Context: an optimization exercise on an open-source flow, tuned for small area and a short achievable clock period. The choices shown serve that exercise and are no tape-out recipe.
Only simulation tests tie the RTL to the original design; equivalence was not proved.

==> inputs of v27 <==
==> flow/design.v <==
module cpu(
    input clk_i,
    input rst_n_i,
    output [63:0] pc_o,
    output [63:0] imem_addr_o,
    input  [31:0] imem_data_i,
    output [63:0] dmem_addr_o,
    output [63:0] dmem_wdata_o,
    output        dmem_wen_o,
    output        dmem_ren_o,
    input  [63:0] dmem_rdata_i
);
    reg  [63:1] f_pc;
    reg  [63:1] d_pc;
    reg  [19:0] d_irc;       
    reg  [31:20] d_ird;
    reg  [63:1] e_pc;
    reg  [63:0] e_op1;       
    reg  [63:0] e_op2;       
    reg  [11:0] e_simm;      
    reg         e_wen, e_load, e_store;
    reg  [4:0]  e_rd;
    reg  [2:0]  e_f3;
    reg         e_alu;       
    reg         e_sub, e_word, e_arith;
    reg         e_fm1, e_fw1, e_fm2, e_fw2;    
    reg  [63:1] m_pc;
    reg  [63:0] m_alu;       
    reg  [63:0] m_sdata;     
    reg  [2:0]  m_keep;      
    reg         m_wen, m_load, m_store;
    reg  [4:0]  m_rd;
    reg  [2:0]  m_f3;
    reg  [63:1] w_pc;
    reg  [63:0] w_data;
    reg         w_wen;
    reg  [4:0]  w_rd;
    wire [31:0] ir  = {d_ird, d_irc};
    wire [4:0]  rs1 = ir[19:15];
    wire [4:0]  rs2 = ir[24:20];
    wire [4:0]  rd  = ir[11:7];
    wire [2:0]  f3  = ir[14:12];
    wire [4:0]  frs1 = imem_data_i[19:15];
    wire [4:0]  frs2 = imem_data_i[24:20];
    wire [31:1] sel1, sel2;
    wire [63:0] col [1:31];
    genvar g, b;
    generate
        for (g = 1; g < 32; g = g + 1) begin : rf
            reg [63:0] x;
            always @(posedge clk_i)
                if (w_wen && (w_rd == g)) x <= w_data;
            assign col[g] = x;
            assign sel1[g] = (frs1 == g);
            assign sel2[g] = (frs2 == g);
        end
    endgenerate
    wire [63:0] rf_r1, rf_r2;
    generate
        for (b = 0; b < 64; b = b + 1) begin : rd_bit
            wire [31:1] v;
            for (g = 1; g < 32; g = g + 1) begin : c
                assign v[g] = col[g][b];
            end
            assign rf_r1[b] = |(v & sel1);
            assign rf_r2[b] = |(v & sel2);
        end
    endgenerate
    wire f1w = (|frs1) & w_wen & (frs1 == w_rd);
    wire f2w = (|frs2) & w_wen & (frs2 == w_rd);
    wire [63:0] F1 = f1w ? w_data : rf_r1;
    wire [63:0] F2 = f2w ? w_data : rf_r2;
    reg  [63:0] q1, q2;
    reg         s1m, s1w, s2m, s2w;
    wire [6:0] opc = ir[6:0];
    wire o_lui   = (opc == 7'b0110111);
    wire o_auipc = (opc == 7'b0010111);
    wire o_jal   = (opc == 7'b1101111);
    wire o_jalr  = (opc == 7'b1100111);
    wire o_br    = (opc == 7'b1100011);
    wire o_load  = (opc == 7'b0000011);
    wire o_store = (opc == 7'b0100011);
    wire o_imm   = (opc == 7'b0010011);
    wire o_rr    = (opc == 7'b0110011);
    wire o_imm32 = (opc == 7'b0011011);
    wire o_rr32  = (opc == 7'b0111011);
    wire f7ok    = (ir[31:25] == 7'b0000000) | (ir[31:25] == 7'b0100000);
    wire f6ok    = (ir[31:26] == 6'b000000)  | (ir[31:26] == 6'b010000);
    wire f3_0 = (f3 == 3'b000);
    wire f3_1 = (f3 == 3'b001);
    wire f3_5 = (f3 == 3'b101);
    wire i_jal   = o_jal;
    wire i_jalr  = o_jalr;
    wire i_br    = o_br & (f3[2] | ~f3[1]);                  
    wire i_load  = o_load & ~(f3 == 3'b111);
    wire i_store = o_store & ~f3[2];                          
    wire i_nonu  = o_load | o_store | o_imm | o_rr | o_imm32 | o_rr32;    
    wire c_rr    = o_rr | o_rr32;                             
    wire d_wen   = o_lui | o_auipc | o_jal | o_jalr | i_load
                 | (o_imm & ~(f3_5 & ~f6ok))
                 | (o_rr & ~((f3_0 | f3_5) & ~f7ok))
                 | (o_imm32 & (f3_0 | f3_1 | (f3_5 & f7ok)))
                 | (o_rr32 & (((f3_0 | f3_5) & f7ok) | f3_1));
    wire i_lui   = ~ir[6] & ir[2] & ir[5];
    wire i_alu   = ~ir[6] & ~ir[2] & ir[4];                   
    wire i_rr    = i_alu & ir[5];                             
    wire r1e = (rs1 == e_rd);
    wire r2e = (rs2 == e_rd);
    wire r1m = (rs1 == m_rd);
    wire r2m = (rs2 == m_rd);
    wire ld_use = e_load & ((r1e & i_nonu) | (r2e & c_rr));
    wire br_c   = i_br & ((e_wen & (r1e | r2e)) | (m_load & (r1m | r2m)));
    wire jr_c   = i_jalr & ((e_wen & r1e) | (m_load & r1m));
    wire st_c   = i_store & ((e_wen & r2e) | (m_load & r2m));
    wire stall  = ld_use | br_c | jr_c | st_c;
    wire rs1nz = |rs1;
    wire rs2nz = |rs2;
    wire [63:0] R1 = s1w ? w_data : q1;
    wire [63:0] R2 = s2w ? w_data : q2;
    wire [63:0] B1 = s1m ? m_alu : R1;
    wire [63:0] B2 = s2m ? m_alu : R2;
    wire [63:0] immI = {{52{ir[31]}}, ir[31:20]};
    wire [63:0] immU = {{32{ir[31]}}, ir[31:12], 12'b0};
    wire [63:0] immB = {{52{ir[31]}}, ir[7], ir[30:25], ir[11:8], 1'b0};
    wire [63:0] immJ = {{44{ir[31]}}, ir[19:12], ir[20], ir[30:21], 1'b0};
    wire eq  = (B1 == B2);
    wire ltu = (B1 < B2);
    wire lt  = (B1[63] ^ B2[63]) ? B1[63] : ltu;
    wire cnd = f3[2] ? (f3[1] ? ltu : lt) : eq;
    wire taken = i_br & (cnd ^ f3[0]);
    wire redirect = taken | i_jal | i_jalr;
    wire [63:0] t_bj, t_jr;
    wire        t_bj_c, t_jr_c;
    pfx_add #(.N(64), .KIND(1)) add_bj (.a({d_pc, 1'b0}), .b(i_jal ? immJ : immB), .cin(1'b0), .s(t_bj), .cout(t_bj_c));
    pfx_add #(.N(64), .KIND(0)) add_jr (.a(B1), .b(immI), .cin(1'b0), .s(t_jr), .cout(t_jr_c));
    wire [4:0] x1 = stall ? rs1 : frs1;    
    wire [4:0] x2 = stall ? rs2 : frs2;
    wire [63:2] pc4_hi;
    wire        pc4_c;
    pfx_add #(.N(62), .KIND(1)) add_pc4 (.a(f_pc[63:2]), .b(62'd0), .cin(1'b1), .s(pc4_hi), .cout(pc4_c));
    wire [63:1] pc4 = {pc4_hi, f_pc[1]};
    always @(posedge clk_i or negedge rst_n_i) begin
        if (~rst_n_i) begin
            f_pc <= 63'b0;
            d_pc <= 63'b0;
            d_irc <= 20'h00013;    
        end else begin
            if (!stall) begin
                f_pc <= (taken | i_jal) ? t_bj[63:1] : i_jalr ? t_jr[63:1] : pc4;
                if (!redirect) d_pc <= f_pc;
                d_irc <= redirect ? 20'h00013 : imem_data_i[19:0];
            end
        end
    end
    always @(posedge clk_i) begin
        if (!stall) begin
            d_ird  <= imem_data_i[31:20];
        end
        q1 <= stall ? R1 : F1;
        q2 <= stall ? R2 : F2;
        s1m <= (|x1) & e_wen & (x1 == e_rd);
        s1w <= (|x1) & m_wen & (x1 == m_rd);
        s2m <= (|x2) & e_wen & (x2 == e_rd);
        s2w <= (|x2) & m_wen & (x2 == m_rd);
    end
    wire [63:0] imm_alu = ir[2] ? (ir[6] ? 64'd4 : immU) : immI;
    always @(posedge clk_i or negedge rst_n_i) begin
        if (~rst_n_i) begin
            e_pc    <= 63'b0;
            e_wen   <= 1'b0;
            e_load  <= 1'b0;
            e_store <= 1'b0;
        end else begin
            if (!stall) e_pc <= d_pc;
            e_wen   <= ~stall & d_wen;
            e_load  <= ~stall & i_load;
            e_store <= ~stall & i_store;
        end
    end
    always @(posedge clk_i) begin
        e_op1  <= ir[2] ? (i_lui ? 64'b0 : {d_pc, 1'b0}) : R1;
        e_op2  <= (i_rr | i_store) ? R2 : imm_alu;
        e_simm <= {ir[31:25], ir[11:7]};
        e_rd   <= rd;
        e_f3   <= f3;
        e_alu  <= i_alu;
        e_sub  <= i_alu & (((f3 == 3'b000) & i_rr & ir[30]) | (f3 == 3'b010) | (f3 == 3'b011));
        e_word <= i_alu & ir[3];
        e_arith <= ir[30];
        e_fm1  <= ~ir[2] & rs1nz & e_wen & r1e;
        e_fw1  <= ~ir[2] & rs1nz & m_wen & r1m;
        e_fm2  <= (i_rr | i_store) & rs2nz & e_wen & r2e;
        e_fw2  <= (i_rr | i_store) & rs2nz & m_wen & r2m;
    end
    wire [63:0] a = e_fm1 ? m_alu : e_fw1 ? w_data : e_op1;
    wire [63:0] bb = e_fm2 ? m_alu : e_fw2 ? w_data : e_op2;
    wire [63:0] bs = e_store ? {{52{e_simm[11]}}, e_simm} : bb;
    wire [63:0] sum;
    wire        cout;
    pfx_add #(.N(64), .KIND(0)) add_alu (.a(a), .b(bs ^ {64{e_sub}}), .cin(e_sub), .s(sum), .cout(cout));
    wire slt  = (a[63] ^ bb[63]) ? a[63] : ~cout;
    wire [2:0] af3 = e_alu ? e_f3 : 3'b000;
    wire left = (af3 == 3'b001);
    wire fill = e_arith & (af3 == 3'b101) & (e_word ? a[31] : a[63]);
    wire [5:0] sh = {bb[5] & ~e_word, bb[4:0]};
    wire [63:0] a_rev;
    generate
        for (b = 0; b < 64; b = b + 1) begin : rev_a
            assign a_rev[b] = a[63 - b];
        end
    endgenerate
    wire [63:0] sx = left ? a_rev : e_word ? {{32{fill}}, a[31:0]} : a;
    wire signed [64:0] sxs = {fill, sx};
    wire [64:0] sy = sxs >>> sh;
    wire [63:0] sr;
    generate
        for (b = 0; b < 64; b = b + 1) begin : rev_y
            assign sr[b] = left ? sy[63 - b] : sy[b];
        end
    endgenerate
    reg [63:0] r;
    always @* begin
        case (af3)
            3'b000: r = sum;
            3'b001: r = sr;
            3'b010: r = {63'b0, slt};
            3'b011: r = {63'b0, ~cout};
            3'b100: r = a ^ bb;
            3'b101: r = sr;
            3'b110: r = a | bb;
            default: r = a & bb;
        endcase
    end
    wire [2:0] e_keep = {~(e_f3[1] & e_f3[0]), ~e_f3[1], ~(e_f3[1] | e_f3[0])};
    wire [63:0] res = e_word ? {{32{r[31]}}, r[31:0]} : r;
    always @(posedge clk_i or negedge rst_n_i) begin
        if (~rst_n_i) begin
            m_pc    <= 63'b0;
            m_wen   <= 1'b0;
            m_load  <= 1'b0;
            m_store <= 1'b0;
        end else begin
            m_pc    <= e_pc;
            m_wen   <= e_wen;
            m_load  <= e_load;
            m_store <= e_store;
        end
    end
    always @(posedge clk_i) begin
        m_alu   <= res;
        m_sdata <= {bb[63:32] & {32{~e_keep[2]}}, bb[31:16] & {16{~e_keep[1]}}, bb[15:8] & {8{~e_keep[0]}}, bb[7:0]};
        m_keep  <= e_keep;
        m_rd    <= e_rd;
        m_f3    <= e_f3;
    end
    wire [1:0] sz = m_f3[1:0];
    assign dmem_addr_o  = m_alu;
    assign dmem_wen_o   = m_store;
    assign dmem_ren_o   = m_load;
    assign dmem_wdata_o = m_sdata | {dmem_rdata_i[63:32] & {32{m_keep[2]}},
                                     dmem_rdata_i[31:16] & {16{m_keep[1]}},
                                     dmem_rdata_i[15:8]  & {8{m_keep[0]}},
                                     8'b0};
    wire ls = ~m_f3[2];
    reg [63:0] ld;
    always @* begin
        case (sz)
            2'b00: ld = {{56{ls & dmem_rdata_i[7]}},  dmem_rdata_i[7:0]};
            2'b01: ld = {{48{ls & dmem_rdata_i[15]}}, dmem_rdata_i[15:0]};
            2'b10: ld = {{32{ls & dmem_rdata_i[31]}}, dmem_rdata_i[31:0]};
            default: ld = dmem_rdata_i;
        endcase
    end
    always @(posedge clk_i or negedge rst_n_i) begin
        if (~rst_n_i) begin
            w_pc  <= 63'b0;
            w_wen <= 1'b0;
        end else begin
            w_pc  <= m_pc;
            w_wen <= m_wen;
        end
    end
    always @(posedge clk_i) begin
        w_data <= m_load ? ld : m_alu;
        w_rd   <= m_rd;
    end
    assign pc_o        = {w_pc, 1'b0};
    assign imem_addr_o = {f_pc, 1'b0};
endmodule
module pfx_add #(parameter N = 64, parameter KIND = 0, parameter LV = 6) (    
    input  [N-1:0] a,
    input  [N-1:0] b,
    input          cin,
    output [N-1:0] s,
    output         cout
);
    reg [N-1:0] g, p;
    integer l, i, j;
    always @* begin
        p = a ^ b;
        g = a & b;
        g[0] = g[0] | (p[0] & cin);
        if (KIND == 0) begin
            for (l = 0; l < LV; l = l + 1)
                for (i = 0; i < N; i = i + 1)
                    if ((i >> l) & 1) begin
                        j = ((i >> l) << l) - 1;
                        g[i] = g[i] | (p[i] & g[j]);
                        p[i] = p[i] & p[j];
                    end
        end else begin
            for (l = 0; l < LV; l = l + 1)
                for (i = (2 << l) - 1; i < N; i = i + (2 << l)) begin
                    j = i - (1 << l);
                    g[i] = g[i] | (p[i] & g[j]);
                    p[i] = p[i] & p[j];
                end
            for (l = LV - 2; l >= 0; l = l - 1)
                for (i = 3 * (1 << l) - 1; i < N; i = i + (2 << l)) begin
                    j = i - (1 << l);
                    g[i] = g[i] | (p[i] & g[j]);
                    p[i] = p[i] & p[j];
                end
        end
    end
    assign s = (a ^ b) ^ {g[N-2:0], cin};
    assign cout = g[N-1];
endmodule
==> flow/flow/run.sh <==
#!/bin/bash
set -euo pipefail
cd "$(dirname "$0")/.."
bash standard.sh SETUP_SLACK_MARGIN=7.5 "BUFFER_PORTS_ARGS=-buffer_cell sky130_fd_sc_hd__buf_2" finish > flow_make.log 2>&1
==> flow/standard.sh <==
#!/bin/bash
# synth_recipe.tcl (not shown) runs the flow's synth.tcl, then flattens the netlist and writes it again
# the make line also repeats each setting of config.mk as NAME=value (left out here)
make -C /OpenROAD-flow-scripts/flow DESIGN_CONFIG=/design/flow/config.mk WORK_HOME=/design/flow/orfs CLKGATE_MAP_FILE= SYNTH_SCRIPT=/design/flow/synth_recipe.tcl "${@:-finish}"
==> flow/config.mk <==
export PLATFORM = sky130hd
export DESIGN_NAME = cpu
export DESIGN_NICKNAME = cpu
export VERILOG_FILES = /design/flow/design.v
export SDC_FILE = /design/flow/constraint.sdc
export NUM_CORES = 4
export LEC_CHECK = 0
export CAP_MARGIN = 20
export CORE_MARGIN = 2
export CORE_UTILIZATION = 40
export CTS_CLUSTER_DIAMETER = 70
export CTS_CLUSTER_SIZE = 30
export SLEW_MARGIN = 20
==> flow/constraint.sdc <==
create_clock -name core_clock -period 13.0 [get_ports {clk_i}]
set_input_delay 2.6000 -clock core_clock [delete_from_list [all_inputs] [get_ports {clk_i}]]
set_output_delay 2.6000 -clock core_clock [all_outputs]
set_load 0.01 [all_outputs]
==> inputs of v20, as changes to v27 <==
==> flow/design.v, changed modules only <==
module cpu(
    input clk_i,
    input rst_n_i,
    output [63:0] pc_o,
    output [63:0] imem_addr_o,
    input  [31:0] imem_data_i,
    output [63:0] dmem_addr_o,
    output [63:0] dmem_wdata_o,
    output        dmem_wen_o,
    output        dmem_ren_o,
    input  [63:0] dmem_rdata_i
);
    reg  [63:1] f_pc;
    reg  [63:1] d_pc;
    reg  [19:0] d_irc;       
    reg  [31:20] d_ird;
    reg  [63:1] e_pc;
    reg  [63:0] e_op1;       
    reg  [63:0] e_op2;       
    reg  [11:0] e_simm;      
    reg         e_wen, e_load, e_store;
    reg  [4:0]  e_rd;
    reg  [2:0]  e_f3;
    reg         e_alu;       
    reg         e_sub, e_word, e_arith;
    reg         e_fm1, e_fw1, e_fm2, e_fw2;    
    reg  [63:1] m_pc;
    reg  [63:0] m_alu;       
    reg  [63:0] m_sdata;
    reg         m_wen, m_load, m_store;
    reg  [4:0]  m_rd;
    reg  [2:0]  m_f3;
    reg  [63:1] w_pc;
    reg  [63:0] w_data;
    reg         w_wen;
    reg  [4:0]  w_rd;
    wire [31:0] ir  = {d_ird, d_irc};
    wire [4:0]  rs1 = ir[19:15];
    wire [4:0]  rs2 = ir[24:20];
    wire [4:0]  rd  = ir[11:7];
    wire [2:0]  f3  = ir[14:12];
    wire [31:1] sel1, sel2;
    wire [63:0] col [1:31];
    genvar g, b;
    generate
        for (g = 1; g < 32; g = g + 1) begin : rf
            reg [63:0] x;
            always @(posedge clk_i)
                if (w_wen && (w_rd == g)) x <= w_data;
            assign col[g] = x;
            assign sel1[g] = (rs1 == g);
            assign sel2[g] = (rs2 == g);
        end
    endgenerate
    wire [63:0] rf_r1, rf_r2;
    generate
        for (b = 0; b < 64; b = b + 1) begin : rd_bit
            wire [31:1] v;
            for (g = 1; g < 32; g = g + 1) begin : c
                assign v[g] = col[g][b];
            end
            assign rf_r1[b] = |(v & sel1);
            assign rf_r2[b] = |(v & sel2);
        end
    endgenerate
    wire [6:0] opc = ir[6:0];
    wire o_lui   = (opc == 7'b0110111);
    wire o_auipc = (opc == 7'b0010111);
    wire o_jal   = (opc == 7'b1101111);
    wire o_jalr  = (opc == 7'b1100111);
    wire o_br    = (opc == 7'b1100011);
    wire o_load  = (opc == 7'b0000011);
    wire o_store = (opc == 7'b0100011);
    wire o_imm   = (opc == 7'b0010011);
    wire o_rr    = (opc == 7'b0110011);
    wire o_imm32 = (opc == 7'b0011011);
    wire o_rr32  = (opc == 7'b0111011);
    wire f7ok    = (ir[31:25] == 7'b0000000) | (ir[31:25] == 7'b0100000);
    wire f6ok    = (ir[31:26] == 6'b000000)  | (ir[31:26] == 6'b010000);
    wire f3_0 = (f3 == 3'b000);
    wire f3_1 = (f3 == 3'b001);
    wire f3_5 = (f3 == 3'b101);
    wire i_jal   = o_jal;
    wire i_jalr  = o_jalr;
    wire i_br    = o_br & (f3[2] | ~f3[1]);                  
    wire i_load  = o_load & ~(f3 == 3'b111);
    wire i_store = o_store & ~f3[2];                          
    wire i_nonu  = o_load | o_store | o_imm | o_rr | o_imm32 | o_rr32;    
    wire c_rr    = o_rr | o_rr32;                             
    wire d_wen   = o_lui | o_auipc | o_jal | o_jalr | i_load
                 | (o_imm & ~(f3_5 & ~f6ok))
                 | (o_rr & ~((f3_0 | f3_5) & ~f7ok))
                 | (o_imm32 & (f3_0 | f3_1 | (f3_5 & f7ok)))
                 | (o_rr32 & (((f3_0 | f3_5) & f7ok) | f3_1));
    wire i_lui   = ~ir[6] & ir[2] & ir[5];
    wire i_alu   = ~ir[6] & ~ir[2] & ir[4];                   
    wire i_rr    = i_alu & ir[5];                             
    wire r1e = (rs1 == e_rd);
    wire r2e = (rs2 == e_rd);
    wire r1m = (rs1 == m_rd);
    wire r2m = (rs2 == m_rd);
    wire ld_use = e_load & ((r1e & i_nonu) | (r2e & c_rr));
    wire br_c   = i_br & ((e_wen & (r1e | r2e)) | (m_load & (r1m | r2m)));
    wire jr_c   = i_jalr & ((e_wen & r1e) | (m_load & r1m));
    wire st_c   = i_store & ((e_wen & r2e) | (m_load & r2m));
    wire stall  = ld_use | br_c | jr_c | st_c;
    wire rs1nz = |rs1;
    wire rs2nz = |rs2;
    wire r1w = rs1nz & w_wen & (rs1 == w_rd);
    wire r2w = rs2nz & w_wen & (rs2 == w_rd);
    wire [63:0] R1 = r1w ? w_data : rf_r1;
    wire [63:0] R2 = r2w ? w_data : rf_r2;
    wire r1mf = rs1nz & m_wen & r1m;
    wire r2mf = rs2nz & m_wen & r2m;
    wire [63:0] B1 = r1mf ? m_alu : R1;
    wire [63:0] B2 = r2mf ? m_alu : R2;
    wire [63:0] immI = {{52{ir[31]}}, ir[31:20]};
    wire [63:0] immU = {{32{ir[31]}}, ir[31:12], 12'b0};
    wire [63:0] immB = {{52{ir[31]}}, ir[7], ir[30:25], ir[11:8], 1'b0};
    wire [63:0] immJ = {{44{ir[31]}}, ir[19:12], ir[20], ir[30:21], 1'b0};
    wire eq  = (B1 == B2);
    wire ltu = (B1 < B2);
    wire lt  = (B1[63] ^ B2[63]) ? B1[63] : ltu;
    wire cnd = f3[2] ? (f3[1] ? ltu : lt) : eq;
    wire taken = i_br & (cnd ^ f3[0]);
    wire redirect = taken | i_jal | i_jalr;
    wire [63:0] t_base = i_jalr ? B1 : {d_pc, 1'b0};
    wire [63:0] t_off  = i_jalr ? immI : i_jal ? immJ : immB;
    wire [63:0] t_sum  = t_base + t_off;
    wire [63:1] pc4 = {f_pc[63:2] + 62'd1, f_pc[1]};
    always @(posedge clk_i or negedge rst_n_i) begin
        if (~rst_n_i) begin
            f_pc <= 63'b0;
            d_pc <= 63'b0;
            d_irc <= 20'h00013;    
        end else begin
            if (!stall) begin
                f_pc <= redirect ? t_sum[63:1] : pc4;
                if (!redirect) d_pc <= f_pc;
                d_irc <= redirect ? 20'h00013 : imem_data_i[19:0];
            end
        end
    end
    always @(posedge clk_i) begin
        if (!stall) begin
            d_ird  <= imem_data_i[31:20];
        end
    end
    wire [63:0] imm_alu = ir[2] ? (ir[6] ? 64'd4 : immU) : immI;
    always @(posedge clk_i or negedge rst_n_i) begin
        if (~rst_n_i) begin
            e_pc    <= 63'b0;
            e_wen   <= 1'b0;
            e_load  <= 1'b0;
            e_store <= 1'b0;
        end else begin
            if (!stall) e_pc <= d_pc;
            e_wen   <= ~stall & d_wen;
            e_load  <= ~stall & i_load;
            e_store <= ~stall & i_store;
        end
    end
    always @(posedge clk_i) begin
        e_op1  <= ir[2] ? (i_lui ? 64'b0 : {d_pc, 1'b0}) : R1;
        e_op2  <= i_store ? B2 : i_rr ? R2 : imm_alu;
        e_simm <= {ir[31:25], ir[11:7]};
        e_rd   <= rd;
        e_f3   <= f3;
        e_alu  <= i_alu;
        e_sub  <= i_alu & (((f3 == 3'b000) & i_rr & ir[30]) | (f3 == 3'b010) | (f3 == 3'b011));
        e_word <= i_alu & ir[3];
        e_arith <= ir[30];
        e_fm1  <= ~ir[2] & rs1nz & e_wen & r1e;
        e_fw1  <= ~ir[2] & rs1nz & m_wen & r1m;
        e_fm2  <= i_rr & rs2nz & e_wen & r2e;
        e_fw2  <= i_rr & rs2nz & m_wen & r2m;
    end
    wire [63:0] a = e_fm1 ? m_alu : e_fw1 ? w_data : e_op1;
    wire [63:0] bb = e_fm2 ? m_alu : e_fw2 ? w_data : e_op2;
    wire [63:0] bs = e_store ? {{52{e_simm[11]}}, e_simm} : bb;
    wire [65:0] s  = {1'b0, a, 1'b1} + {1'b0, bs ^ {64{e_sub}}, e_sub};
    wire [63:0] sum = s[64:1];
    wire cout = s[65];
    wire slt  = (a[63] ^ bb[63]) ? a[63] : ~cout;
    wire [2:0] af3 = e_alu ? e_f3 : 3'b000;
    wire left = (af3 == 3'b001);
    wire fill = e_arith & (af3 == 3'b101) & (e_word ? a[31] : a[63]);
    wire [5:0] sh = {bb[5] & ~e_word, bb[4:0]};
    wire [63:0] a_rev;
    generate
        for (b = 0; b < 64; b = b + 1) begin : rev_a
            assign a_rev[b] = a[63 - b];
        end
    endgenerate
    wire [63:0] sx = left ? a_rev : e_word ? {{32{fill}}, a[31:0]} : a;
    wire signed [64:0] sxs = {fill, sx};
    wire [64:0] sy = sxs >>> sh;
    wire [63:0] sr;
    generate
        for (b = 0; b < 64; b = b + 1) begin : rev_y
            assign sr[b] = left ? sy[63 - b] : sy[b];
        end
    endgenerate
    reg [63:0] r;
    always @* begin
        case (af3)
            3'b000: r = sum;
            3'b001: r = sr;
            3'b010: r = {63'b0, slt};
            3'b011: r = {63'b0, ~cout};
            3'b100: r = a ^ bb;
            3'b101: r = sr;
            3'b110: r = a | bb;
            default: r = a & bb;
        endcase
    end
    wire [63:0] res = e_word ? {{32{r[31]}}, r[31:0]} : r;
    always @(posedge clk_i or negedge rst_n_i) begin
        if (~rst_n_i) begin
            m_pc    <= 63'b0;
            m_wen   <= 1'b0;
            m_load  <= 1'b0;
            m_store <= 1'b0;
        end else begin
            m_pc    <= e_pc;
            m_wen   <= e_wen;
            m_load  <= e_load;
            m_store <= e_store;
        end
    end
    always @(posedge clk_i) begin
        m_alu   <= res;
        m_sdata <= e_op2;
        m_rd    <= e_rd;
        m_f3    <= e_f3;
    end
    wire [1:0] sz = m_f3[1:0];
    assign dmem_addr_o  = m_alu;
    assign dmem_wen_o   = m_store;
    assign dmem_ren_o   = m_load;
    assign dmem_wdata_o = {(sz == 2'b11) ? m_sdata[63:32] : dmem_rdata_i[63:32],
                           sz[1]          ? m_sdata[31:16] : dmem_rdata_i[31:16],
                           (|sz)          ? m_sdata[15:8]  : dmem_rdata_i[15:8],
                           m_sdata[7:0]};
    wire ls = ~m_f3[2];
    reg [63:0] ld;
    always @* begin
        case (sz)
            2'b00: ld = {{56{ls & dmem_rdata_i[7]}},  dmem_rdata_i[7:0]};
            2'b01: ld = {{48{ls & dmem_rdata_i[15]}}, dmem_rdata_i[15:0]};
            2'b10: ld = {{32{ls & dmem_rdata_i[31]}}, dmem_rdata_i[31:0]};
            default: ld = dmem_rdata_i;
        endcase
    end
    always @(posedge clk_i or negedge rst_n_i) begin
        if (~rst_n_i) begin
            w_pc  <= 63'b0;
            w_wen <= 1'b0;
        end else begin
            w_pc  <= m_pc;
            w_wen <= m_wen;
        end
    end
    always @(posedge clk_i) begin
        w_data <= m_load ? ld : m_alu;
        w_rd   <= m_rd;
    end
    assign pc_o        = {w_pc, 1'b0};
    assign imem_addr_o = {f_pc, 1'b0};
endmodule
// module pfx_add removed
==> flow/run.sh (new file) <==
#!/bin/bash
# synth_recipe.tcl (not shown) runs the flow's synth.tcl, then flattens the netlist and writes it again
# the make line also repeats each setting of config.mk as NAME=value (left out here)
make -C /OpenROAD-flow-scripts/flow DESIGN_CONFIG=/design/flow/config.mk WORK_HOME=/design/flow/orfs CLKGATE_MAP_FILE= SYNTH_SCRIPT=/design/flow/synth_recipe.tcl finish
Settings changed: CTS_CLUSTER_DIAMETER 70 to unset, CTS_CLUSTER_SIZE 30 to unset.
removed: flow/flow/run.sh
removed: flow/standard.sh
==> impl_metrics.env <==
export IMPL_status="complete, no violations"
export IMPL_clock_buffers=372
export IMPL_fillers=29300
export IMPL_inv_count=190
export IMPL_synth_seq_cells=2693
export IMPL_seq_area_frac=0.498
export IMPL_endpoint="d_pc[39]$_DFFE_PN0P_"
export IMPL_met1Wirelength_um=265000
export IMPL_seq_cell_count=2693
export IMPL_placed_cells=15300
export IMPL_initial_core_util=0.401
export IMPL_antenna_cells=44
-- figures above: v20

==> impl_metrics.env <==
export IMPL_synth_seq_cells=2828
export IMPL_fillers=30900
export IMPL_antenna_cells=43
export IMPL_placed_cells=15800
export IMPL_status="complete, no violations"
export IMPL_met1Wirelength_um=266000
export IMPL_endpoint="q1[28]$_DFF_P_"
export IMPL_seq_area_frac=0.508
export IMPL_inv_count=256
-- figures above: v27

==> afterwards: timing with drivers on the ports <==
The flow's constraints put no driver on any port. The routed layouts listed below were extracted and timed again, unchanged, in two steps.
Step 1: set_driving_cell puts a clkbuf_16 on clk_i and a buf_2 on each other input, an assumption about the parent block.
Step 2 also shifts input and output timing later by t, the mid clock arrival at the registers, as if the neighbouring blocks saw the same clock.
Slacks: ideal / step 1 / step 2; pairs: ideal / step 1.
run | shift t [ns] | setup slack, ns | worst setup path at the end | slew at the worst register clock pin (ns) | worst slew at a driven data input, ns
v27 | 1.047 | 7.150 / 7.175 / 6.128 | input to register | 0.12 / 0.12 | 0.17
v20 | 1.055 | 3.698 / 3.698 / 3.698 | register to register | 0.07 / 0.07 | 0.13
After both steps setup and hold are still met in every run listed. For v27, which loses most, drivers alone change the setup slack by +0.025 ns; drivers and shift together by -1.022 ns.
